This design comes from an exercise in tuning for small area, a short achievable clock period and few clock cycles on the open sky130 flow, not from production work. Function was checked by simulation only, so behaviour that the tests miss may differ from the original.

==> flow/design.v <==
module mul_unit
    (
        input logic clk,
        input logic rst,
        input logic [1:0] issue_fn3,
        input logic [31:0] rs1,
        input logic [31:0] rs2,
        input logic issue_new_request,
        input logic [3:0] issue_id,
        output logic issue_ready,
        input logic wb_ack,
        output logic wb_done,
        output logic [3:0] wb_id,
        output logic [31:0] wb_rd
    );
    logic signed [63:0] result;
    logic mulh_0;
    logic mulh_1;
    logic valid_0;
    logic valid_1;
    logic [3:0] id_0;
    logic [3:0] id_1;
    logic rs1_is_signed, rs2_is_signed, is_mulhx;
    logic signed [32:0] rs1_ext, rs2_ext;
    logic signed [32:0] rs1_r, rs2_r;
    logic stage1_advance;
    logic stage2_advance;
    assign rs1_is_signed = (issue_fn3 == 2'b01) | (issue_fn3 == 2'b10);
    assign rs2_is_signed = (issue_fn3 == 2'b01);
    assign is_mulhx = (issue_fn3 != 2'b00);
    assign rs1_ext = signed'({rs1_is_signed & rs1[31], rs1});
    assign rs2_ext = signed'({rs2_is_signed & rs2[31], rs2});
    assign issue_ready = stage1_advance;
    assign stage1_advance = ~valid_0 | stage2_advance;
    assign stage2_advance = ~valid_1 | wb_ack;
    always_ff @ (posedge clk) begin
        if (stage1_advance) begin
            rs1_r <= rs1_ext;
            rs2_r <= rs2_ext;
        end
        if (stage2_advance) begin
            result <= 64'(rs1_r * rs2_r);
        end
    end
    always_ff @ (posedge clk) begin
        if (stage1_advance) begin
            mulh_0 <= is_mulhx;
            id_0 <= issue_id;
        end
        if (stage2_advance) begin
            mulh_1 <= mulh_0;
            id_1 <= id_0;
        end
    end
    always_ff @ (posedge clk) begin
        if (rst) begin
            valid_0 <= 0;
            valid_1 <= 0;
        end
        else begin
            valid_0 <= stage1_advance ? issue_new_request : valid_0;
            valid_1 <= stage2_advance ? valid_0 : valid_1;
        end
    end
    assign wb_rd = mulh_1 ? result[63:32] : result[31:0];
    assign wb_done = valid_1;
    assign wb_id = id_1;
endmodule
==> flow/run.sh <==
#!/bin/bash
# synth_recipe.tcl (not shown) runs the flow's synth.tcl, then flattens the netlist and writes it again
# the make line also repeats each setting of config.mk as NAME=value (left out here)
make -C /OpenROAD-flow-scripts/flow DESIGN_CONFIG=/design/flow/config.mk WORK_HOME=/design/flow/orfs CLKGATE_MAP_FILE= SYNTH_SCRIPT=/design/flow/synth_recipe.tcl finish
==> flow/config.mk <==
export PLATFORM = sky130hd
export DESIGN_NAME = mul_unit
export DESIGN_NICKNAME = mul_unit
export VERILOG_FILES = /design/flow/design.v
export SDC_FILE = /design/flow/constraint.sdc
export NUM_CORES = 4
export LEC_CHECK = 0
export CAP_MARGIN = 20
export CORE_MARGIN = 2
export CORE_UTILIZATION = 40
export SLEW_MARGIN = 20
==> flow/constraint.sdc <==
create_clock -name core_clock -period 10.0 [get_ports {clk}]
set_input_delay 2.0000 -clock core_clock [delete_from_list [all_inputs] [get_ports {clk}]]
set_output_delay 2.0000 -clock core_clock [all_outputs]
set_load 0.01 [all_outputs]
==> summary.json <==
{
  "placementRows": {"value": 120},
  "rsz_0062_raised_after_global_routing": {"value": "false"},
  "path_max_fanout": {"value": 33},
  "io_pins": {"value": 112},
  "synthToLayoutAreaGrowth": {"value": 7.407, "unit": "%"},
  "finalSetupViolCount": {"value": 0},
  "worst_path_max_delay_cell": {"value": "edfxtp_1"},
  "synth_largest_area_cell": {"value": "fa_1"},
  "initial_utilization": {"value": 0.4034},
  "core": {"value": 107200, "unit": "um^2"},
  "critPathLaunchType": {"value": "register"},
  "yosys.cell_types.count": {"value": 74},
  "grt_pass1_wl": {"value": 182.1, "unit": "mm"},
  "synthesis.area": {"value": 43240, "unit": "um^2"},
  "sequential_area_share_after_synthesis": {"value": 0.09814},
  "place.port_buffers": {"value": 111},
  "final_layout_size_suffix_gt1_frac": {"value": 0.03881},
  "timing.fmax": {"value": 0.1086, "unit": "GHz"},
  "ys_top_cells_by_count": {"value": "fa_1 (1,125), inv_1 (1,097), nand2_1 (556)"},
  "detailroute.via_count": {"value": 28409},
  "number_of_antenna_violations_at_the_first_check_in_global_routing": {"value": 1},
  "path_cells": {"value": "nand2_1 > inv_1 > fa_1 > fa_1 > fa_1 > inv_1 > fa_1 > inv_1 > fa_1 > fa_1 > fa_1 > fa_1 > ha_1 > and4_1 > a221oi_2 > o211ai_1 > a221oi_2 > o31ai_2 > a31oi_4 > nor4b_2 > a211o_1"},
  "post_drt_via_cell_ratio": {"value": 4.933},
  "wirelength": {"value": 112.6, "unit": "mm"},
  "timing.critical_path.required": {"value": 10.25, "unit": "ns"},
  "fp.dieH": {"value": 332.8, "unit": "um"},
  "clock_tree.root_cell": {"value": "clkbuf_16"},
  "postSynth.asyncResetShare": {"value": 0},
  "syn_area_per_cell": {"value": 9.916, "unit": "um^2"},
  "setup-tns-final": {"value": 0, "unit": "ns"},
  "outcome": {"value": "complete, no violations"},
  "cp.buffers_inverters": {"value": 3},
  "timing.clock.skew": {"value": 0.02985, "unit": "ns"},
  "ant_nets": {"value": 0},
  "cts_repair_resize_count": {"value": 0},
  "ys_dominant_reg_cell": {"value": "edfxtp_1"},
  "cell_with_the_most_instances_after_synthesis": {"value": "fa_1"},
  "critical_path.top_delay_family": {"value": "adder cells"},
  "route.detailed.drc": {"value": 0},
  "timing_worst_setup_path_type": {"value": "register to register"},
  "detailedPlacementHpwl": {"value": 96.23, "unit": "mm"},
  "endpoint_kind_of_the_worst_setup_timing_path": {"value": "register"},
  "max_stage_delay": {"value": 1.00, "unit": "ns"},
  "synthesis.yosys.warnings": {"value": 1},
  "synth-edff-count": {"value": 140},
  "cts_post_setup_buffers_inserted": {"value": 0},
  "chipWidth": {"value": 332.8, "unit": "um"},
  "design.die.area": {"value": 110800, "unit": "um^2"},
  "synth-seq-cells": {"value": 142},
  "weighted_congestion_reported_at_the_end_of_routability_driven_placement": {"value": 0.8820},
  "fin_crit": {"value": 9.208, "unit": "ns"},
  "mappedNetlistNets": {"value": 5774},
  "synth_largest_type_area_fraction": {"value": 0.5208},
  "max_cap_viol_count": {"value": 0},
  "timing_hold_violations_final": {"value": 0},
  "cts.path.max_buffers": {"value": 2},
  "grt_start_max_net_pins": {"value": 66},
  "firstDrtPassIters": {"value": 7},
  "finalCritPeriodShare": {"value": 0.9208},
  "clock_insertion_delay_worst_skew": {"value": 0.52, "unit": "ns"},
  "holdCritPathClass": {"value": "register to register"},
  "synth_area_leaders": {"value": "fa_1 (52%), edfxtp_1 (9.7%), inv_1 (9.5%)"},
  "cts.hold.buffers_added": {"value": 0},
  "htreeDepth": {"value": 4},
  "grt_remaining_overflow": {"value": 0},
  "path_clk_slew": {"value": 0.08, "unit": "ns"},
  "timing_max_transition_violations_final": {"value": 0},
  "finalNetCount": {"value": 5754},
  "first_global_vias": {"value": 31638},
  "pin_slew_with_the_least_headroom_to_its_limit": {"value": 1.172, "unit": "ns"},
  "critPathArrivalTime": {"value": 9.45, "unit": "ns"},
  "wl_per_cell": {"value": 19.55, "unit": "um"},
  "cts-buffers-inserted": {"value": 17},
  "clock_sink_total": {"value": 142},
  "tritoncts": {"value": "yes"},
  "worst_path_most_repeated_cell": {"value": "fa_1"},
  "drtIter0Drc": {"value": 1284},
  "syn_inst": {"value": 4361},
  "slew_headroom": {"value": 0.2187},
  "grt_use_total": {"value": 0.2131}
}
[cell families after synthesis]
kind of cell / synth area share
AND/OR/NAND/NOR: 0.1472
flip-flops: 0.09814
AO/OA/AOI/OAI: 0.03160
buffers and inverters: 0.1160
adder cells (fa/ha/maj): 0.5827
XOR/XNOR: 0.01580
multiplexers: 0.008564
[flip-flops by register name, indices dropped and copies added, names as in the netlist, 4 cells and up]
name / cells
id_0: 4
rs1_r: 33
id_1: 4
result: 64
rs2_r: 33
[cell type report]
type | instances | area (um^2)
fill | 10371 | 60760
sequential | 142 | 4244
timing repair buffer | 189 | 1734
inverter | 1097 | 4118
clock buffer | 17 | 425.4
clock inverter | 15 | 173.9
tap | 1403 | 1755
multi-input combinational | 2894 | 33990
antenna | 2 | 5.005
[metal layers]
metal	global-route usage	vias to the layer above	wire [um]
li1	-	12512	-
met1	0.2845	15214	48100
met2	0.3729	599	57700
met3	0.02653	84	4840
met4	0.04361	0	1936
met5	0	-	0
[layout by cell type (no fill, tap or decap), types with 12 or more instances in the layout]
cell type / count
fa_1: 1125
buf_4: 73
clkbuf_16: 17
nor2b_1: 32
a21oi_1: 51
ha_1: 214
o21ai_0: 24
xnor2_1: 48
xor2_1: 30
nand4_1: 14
nand2_1: 555
mux2_2: 32
and2_1: 549
nand3_1: 19
edfxtp_1: 140
inv_1: 1096
a21o_1: 34
nand2b_1: 12
clkdlybuf4s50_1: 111
nor2_1: 32
[per-stage QoR]
step / setup slack, ns / hold WS (ns) / area, um^2 / cells / utilization
2_1_floorplan: 2.012 / 0.4003 / 43240 / 4361 / -
3_3_place_gp: 0.9338 / 0.4039 / 45770 / 5720 / 0.4269
3_5_place_dp: 0.8598 / 0.4075 / 45810 / 5723 / 0.4273
4_1_cts: 0.7874 / 0.4263 / 46410 / 5755 / 0.4329
5_1_grt: 0.2545 / 0.4276 / 46440 / 5757 / 0.4332
6_report: 0.7921 / 0.4224 / 46450 / 5759 / 0.4333
[path summary, 6_finish.rpt]
| path | from | end | slack (ns) | cells after the start |
|---|---|---|---|---|
| max | rs2_r[0] | result[61] | 0.79 | 21 |
| min | id_0[3] | id_1[3] | 0.42 | 0 |
| max reg2reg | rs2_r[0] | result[61] | 0.79 | 21 |
| min reg2reg | id_0[3] | id_1[3] | 0.42 | 0 |
Testbench counts, summed over its fixed seeds: cycles 20,113.

[static timing again, ports no longer ideal]
The flow's constraints put no driver on any port. The routed layout listed below was extracted and timed again, unchanged, in two steps.
Step 1 assumes that a clkbuf_16 drives the clock port and a buf_2 every other input.
Step 2 moves the port delays by t, midway between the first and last clock arrival at a register: inputs arrive t later, outputs are due t later. That takes back most of the time a late clock gives input paths.
Three values: ideal, step 1, step 2; two values: the first two.
t (ns): 0.575
setup WS [ns]: 0.792 / 0.792 / 0.792
pins driven straight from the clock port: 1
After both steps this run still meets setup and hold. The setup slack of this run moves by 0.000 ns with the drivers and by 0.000 ns with both steps.
